This design comes from an exercise in tuning for small area on the open sky130 flow, not from production work. At most, simulation tests tie the RTL to the original design; equivalence was not proved. Power is estimated from default activity; no workload was simulated.

==> flow/design.v <==
`timescale 1ns / 1ps
module top (
    input  wire clk,
    input  wire reset,
    input  wire rx,
    output wire tx
);
    reg [2:0] ph;      
    reg [1:0] x;       
    reg [2:0] q;       
    reg [4:0] s;       
    wire wend = (ph == 3'd7);
    wire tick = wend & (x == 2'd3) & (q == 3'd4);
    always @(posedge clk) begin
        ph <= ph + 3'd1;
        s  <= {s[3:0], (s[4] ^ s[2]) | (s == 5'd0)};
        if (reset) begin
            x <= 2'd0;
            q <= 3'd0;
        end else begin
            x <= x + {1'b0, wend};
            q <= {q[1:0], ~q[2] & ~q[1]};
        end
    end
    reg  [247:0] rf;
    wire tap = rf[247];
    wire lin;
    always @(posedge clk) rf <= {rf[246:0], lin};
    reg       inframe;
    reg [4:0] ib;            
    wire rxd = tick & inframe;
    always @(posedge clk) begin
        if (reset) begin
            inframe <= 1'b0;
            ib      <= 5'd0;
        end else begin
            ib <= ib + {4'd0, rxd};
            if (tick) begin
                if (!inframe) begin
                    if (!rx) inframe <= 1'b1;
                end else if (ib[2:0] == 3'd7) begin
                    inframe <= 1'b0;
                end
            end
        end
    end
    reg [20:0] sr;
    wire [4:0] rd  = sr[4:0];
    wire [2:0] f3  = sr[7:5];
    wire [4:0] rs1 = sr[12:8];
    wire [7:0] imm = sr[20:13];
    wire [4:0] rs2 = sr[17:13];
    reg is_r, is_i, f7s;
    wire opc_hit = (sr[15:14] == 2'b11) & (sr[17:16] == 2'b00) & sr[18] & ~sr[20];
    always @(posedge clk) begin
        if (rxd && ib == 5'd7) begin
            is_r <= opc_hit & sr[19];
            is_i <= opc_hit & ~sr[19];
        end
        if (rxd) begin
            case (ib)
                5'd25: f7s <= ~rx;
                5'd30: f7s <= f7s & rx;
                5'd26, 5'd27, 5'd28, 5'd29, 5'd31: f7s <= f7s & ~rx;
                default: ;
            endcase
        end
    end
    wire ev27 = rxd & (ib == 5'd27);
    wire ev31 = rxd & (ib == 5'd31);
    localparam S_IDLE = 5'd2,  S_LAW = 5'd3,  S_LAD = 5'd4,  S_LBW = 5'd5,
               S_LBD  = 5'd6,  S_WT  = 5'd7,  S_EX0 = 5'd8,
               S_TW1  = 5'd16, S_TW2 = 5'd17, S_TST = 5'd18;
    reg [4:0] st;
    wire rs1z = (rs1 == 5'd0);
    wire rs2z = (rs2 == 5'd0);
    wire wen  = (is_r | is_i) & (rd != 5'd0);
    wire d_w   = ~st[0] & ((st[4] & (st[3] | st[2])) | (st == 5'd0));
    wire d_s   =  st[0] & ((st[4] & (st[3] | st[2] | (st[1:0] == 2'b11))) | (st == 5'd1));
    wire twait = d_w | (st == S_TW1) | (st == S_TW2) | (st == S_TST);
    reg adv;
    always @* begin
        case (st)
            S_IDLE:  adv = ev27;
            S_LAW:   adv = rs1z | (s == rs1);
            S_LBW:   adv = is_i | rs2z | (s == rs2);
            S_WT:    adv = ev31;
            default: adv = ~twait | tick;
        endcase
    end
    always @(posedge clk) begin
        if (reset)
            st <= S_IDLE;
        else if (wend)
            st <= st + {4'd0, adv};
    end
    reg wr_act;
    always @(posedge clk)
        if (wend)
            wr_act <= (st == S_TW1 || st == S_TW2 || st == S_TST) && !tick && wen && (s == rd);
    reg  [7:0] acc;           
    reg        cy;
    wire a  = acc[7];
    wire b  = sr[13];
    wire shift = is_r & (f3 == 3'b101);
    wire sub   = is_r & (f3 == 3'b000) & f7s;
    wire sra   = shift & f7s;
    wire logic_op = (is_r | is_i) & f3[2] & (f3[1] | ~f3[0]);
    wire bb  = b ^ sub;
    wire cin = (ph == 3'd0) ? sub : cy;
    wire sum = a ^ bb ^ cin;
    wire co  = (a & bb) | (a & cin) | (bb & cin);
    wire lres = f3[1] ? (f3[0] ? (a & b) : (a | b)) : (a ^ b);
    wire res  = shift ? a : logic_op ? lres : sum;
    wire [2:0] shamt = (sra && imm[7:3] != 5'd0) ? 3'b111 : imm[2:0];
    wire fill = sra & cy;
    reg txr;
    always @(posedge clk) begin
        if (reset)
            txr <= 1'b1;
        else if (tick)
            txr <= (st == S_TW2) ? 1'b0 : (d_w || st == S_TST) ? acc[6] : 1'b1;
    end
    assign tx = txr;
    wire sh_pass = shift && (st[4:3] == 2'b01) && (st[2:0] != 3'd0) && (st[2:0] <= shamt);
    reg ain;
    always @* begin
        ain = a;
        if (st == S_LAD)
            ain = tap & ~rs1z;
        else if (st == S_EX0)
            ain = res;
        else if (sh_pass || d_s)
            ain = wend ? fill : acc[6];
    end
    always @(posedge clk) begin
        acc <= {acc[6:0], ain};
        if (st == S_LBW) cy <= rs2z;           
        else if (st == S_EX0) cy <= shift ? a : co;
    end
    wire sr_rx = rxd & (ib < 5'd28);
    always @(posedge clk) begin
        if (sr_rx)
            sr <= {rx, sr[20:1]};
        else if (st == S_LBD && !is_i)
            sr[20:13] <= {tap & ~cy, sr[20:14]};
        else if (st == S_EX0)
            sr[20:13] <= {sr[13], sr[20:14]};
    end
    assign lin = wr_act ? a : tap;
endmodule
clock: 10.0 ns
lec_check: 0
cap_margin: 20
core_margin: 2
core_utilization: 60
cts_buf_list: sky130_fd_sc_hd__clkbuf_8
cts_cluster_diameter: 60
cts_cluster_size: 20
place_density: 0.75
slew_margin: 20
run.sh (not shown) runs the stock make flow with config.mk's settings and CLKGATE_MAP_FILE= SYNTH_SCRIPT=/design/flow/synth_recipe.tcl, a recipe that flattens the netlist after the stock synthesis.
The baseline produced a clean layout.
Then changed:
--- a/flow/design.v
+++ b/flow/design.v
@@ -48,38 +48,39 @@
     wire [4:0] rd  = sr[4:0];
     wire [2:0] f3  = sr[7:5];
     wire [4:0] rs1 = sr[12:8];
     wire [7:0] imm = sr[20:13];
     wire [4:0] rs2 = sr[17:13];
-    reg is_r, is_i, f7s;
-    wire opc_hit = (sr[15:14] == 2'b11) & (sr[17:16] == 2'b00) & sr[18] & ~sr[20];
+    reg mlo, b5, f7s;
     always @(posedge clk) begin
-        if (rxd && ib == 5'd7) begin
-            is_r <= opc_hit & sr[19];
-            is_i <= opc_hit & ~sr[19];
-        end
         if (rxd) begin
             case (ib)
+                5'd0: mlo <= rx;
+                5'd1, 5'd4: mlo <= mlo & rx;
+                5'd2, 5'd3, 5'd6: mlo <= mlo & ~rx;
+                5'd5: b5 <= rx;
                 5'd25: f7s <= ~rx;
                 5'd30: f7s <= f7s & rx;
                 5'd26, 5'd27, 5'd28, 5'd29, 5'd31: f7s <= f7s & ~rx;
                 default: ;
             endcase
         end
     end
+    wire is_r = mlo & b5;
+    wire is_i = mlo & ~b5;
     wire ev27 = rxd & (ib == 5'd27);
     wire ev31 = rxd & (ib == 5'd31);
-    localparam S_IDLE = 5'd2,  S_LAW = 5'd3,  S_LAD = 5'd4,  S_LBW = 5'd5,
-               S_LBD  = 5'd6,  S_WT  = 5'd7,  S_EX0 = 5'd8,
-               S_TW1  = 5'd16, S_TW2 = 5'd17, S_TST = 5'd18;
+    localparam S_IDLE = 5'd0,  S_LAW = 5'd5,  S_LAD = 5'd6,  S_LBW = 5'd7,
+               S_LBD  = 5'd8,  S_WT  = 5'd9,  S_EX0 = 5'd10, S_EX1 = 5'd11,
+               S_EX2  = 5'd12, S_EX3 = 5'd13, S_TW1 = 5'd14, S_TW2 = 5'd15,
+               S_TST  = 5'd16;
     reg [4:0] st;
     wire rs1z = (rs1 == 5'd0);
     wire rs2z = (rs2 == 5'd0);
     wire wen  = (is_r | is_i) & (rd != 5'd0);
-    wire d_w   = ~st[0] & ((st[4] & (st[3] | st[2])) | (st == 5'd0));
-    wire d_s   =  st[0] & ((st[4] & (st[3] | st[2] | (st[1:0] == 2'b11))) | (st == 5'd1));
-    wire twait = d_w | (st == S_TW1) | (st == S_TW2) | (st == S_TST);
+    wire d_s   = st[4] & st[0];                        
+    wire twait = (st[4] & ~st[0]) | (st[4:1] == 4'b0111);    
     reg adv;
     always @* begin
         case (st)
             S_IDLE:  adv = ev27;
             S_LAW:   adv = rs1z | (s == rs1);
@@ -117,23 +118,24 @@
     reg txr;
     always @(posedge clk) begin
         if (reset)
             txr <= 1'b1;
         else if (tick)
-            txr <= (st == S_TW2) ? 1'b0 : (d_w || st == S_TST) ? acc[6] : 1'b1;
+            txr <= (st == S_TW2) ? 1'b0 : (st[4] & ~st[0]) ? acc[6] : 1'b1;
     end
     assign tx = txr;
-    wire sh_pass = shift && (st[4:3] == 2'b01) && (st[2:0] != 3'd0) && (st[2:0] <= shamt);
     reg ain;
     always @* begin
         ain = a;
-        if (st == S_LAD)
-            ain = tap & ~rs1z;
-        else if (st == S_EX0)
-            ain = res;
-        else if (sh_pass || d_s)
-            ain = wend ? fill : acc[6];
+        case (st)
+            S_LAD: ain = tap & ~rs1z;
+            S_EX0: ain = res;
+            S_EX1: if (shift && shamt[0]) ain = (ph == 3'd7) ? fill : acc[6];
+            S_EX2: if (shift && shamt[1]) ain = (ph >= 3'd6) ? fill : acc[5];
+            S_EX3: if (shift && shamt[2]) ain = (ph >= 3'd4) ? fill : acc[3];
+            default: if (d_s) ain = acc[6];
+        endcase
     end
     always @(posedge clk) begin
         acc <= {acc[6:0], ain};
         if (st == S_LBW) cy <= rs2z;           
         else if (st == S_EX0) cy <= shift ? a : co;
What happened:
- design area went up by about 1.3%
- first-iteration DRC count grows by 26%
- setup slack is better by 0.0052 ns
- clock skew decreases by 0.014 ns
- routed wire length is higher by about 2.2%
- hold slack improved by 0.013 ns
- total power came out higher by about 2.2%
- synthesized cell count goes up by 2.6%
- sequential share of layout area is lower by 1.0 points
- cell count rises by about 2.2%
- core utilization increases by 0.59 points

* * *

## rev 12
Starts from the design.v that is shown in full above.
export LEC_CHECK = 0
export CAP_MARGIN = 0
export CORE_MARGIN = 2
export CORE_UTILIZATION = 60
export CTS_BUF_LIST = sky130_fd_sc_hd__clkbuf_8
export CTS_CLUSTER_DIAMETER = 60
export CTS_CLUSTER_SIZE = 20
export PLACE_DENSITY = 0.75
export SLEW_MARGIN = 0
create_clock -name core_clock -period 10.0 [get_ports {clk}]
Input-level comparison between rev 13 and rev 12:
--- a/flow/design.v
+++ b/flow/design.v
@@ -114,5 +114,5 @@
     wire res  = shift ? a : logic_op ? lres : sum;
     wire [2:0] shamt = (sra && imm[7:3] != 5'd0) ? 3'b111 : imm[2:0];
-    wire fill = sra & cy;
+    wire fill = sra & a;            
     reg txr;
     always @(posedge clk) begin
@@ -137,5 +137,5 @@
         acc <= {acc[6:0], ain};
         if (st == S_LBW) cy <= rs2z;           
-        else if (st == S_EX0) cy <= shift ? a : co;
+        else if (st == S_EX0) cy <= co;
     end
     wire sr_rx = rxd & (ib < 5'd28);
Findings:
Taking rev 12 as the reference, in rev 13 setup slack fell 27 ps, global-route usage rose by 0.26 points. Against rev 12, rev 13 reports a final clock period utilization by the worst path that is higher. Re depth of the worst register-to-register path: no difference whatsoever between rev 13 and rev 12. On combined flip-flop and latch cell area, rev 13 tracks rev 12 almost exactly. Overall power: rev 13 vs rev 12 up 0.61%. Rev 13 against rev 12: number of ordinary and repair buffers in the finished layout increased 1; number of distinct library cell variants in the gate-level netlist after synthesis decreased 20%; final design instance area without fill essentially unchanged. Cmp rev 13 and rev 12 / number of global-route vias before repair / higher: rev 12. Against rev 12, wire length the detailed router placed on met1 in rev 13 rose by a little under 10%. Compared rev 12 against rev 13; number of standard cells after synthesis within noise. Diff rev 12 -> rev 13 | combinational power share | increase of 0.3 points.
No functional check of the RTL was part of rev 13.

## separate check: timing with driven ports
The flow's constraints put no driver on any port. The routed layouts listed below were extracted and timed again, unchanged, in two steps.
Step 1, drivers: a clkbuf_16 drives clk and a buf_2 each remaining input, both assumed.
Step 2 times the ports against the registers' clock, not the clock port: input delays grow and output delays shrink by t, the midpoint of the rising clock arrivals with the driver on.
Slacks: ideal / step 1 / step 2; pairs: ideal / step 1.
run	shift t [ns]	setup slack, ns	worst hold slack (ns)	worst setup path at the end
the first run of note 1	0.549	6.597 / 6.562 / 6.812	0.304 / 0.304 / 0.304	input to register
the second run of note 1	0.553	6.602 / 6.565 / 6.813	0.317 / 0.317 / 0.317	input to register
rev 12	0.532	6.629 / 6.594 / 6.809	0.322 / 0.322 / 0.322	input to register
rev 13	0.538	6.602 / 6.566 / 6.793	0.322 / 0.322 / 0.322	input to register
After both steps setup and hold are still met in every run listed.
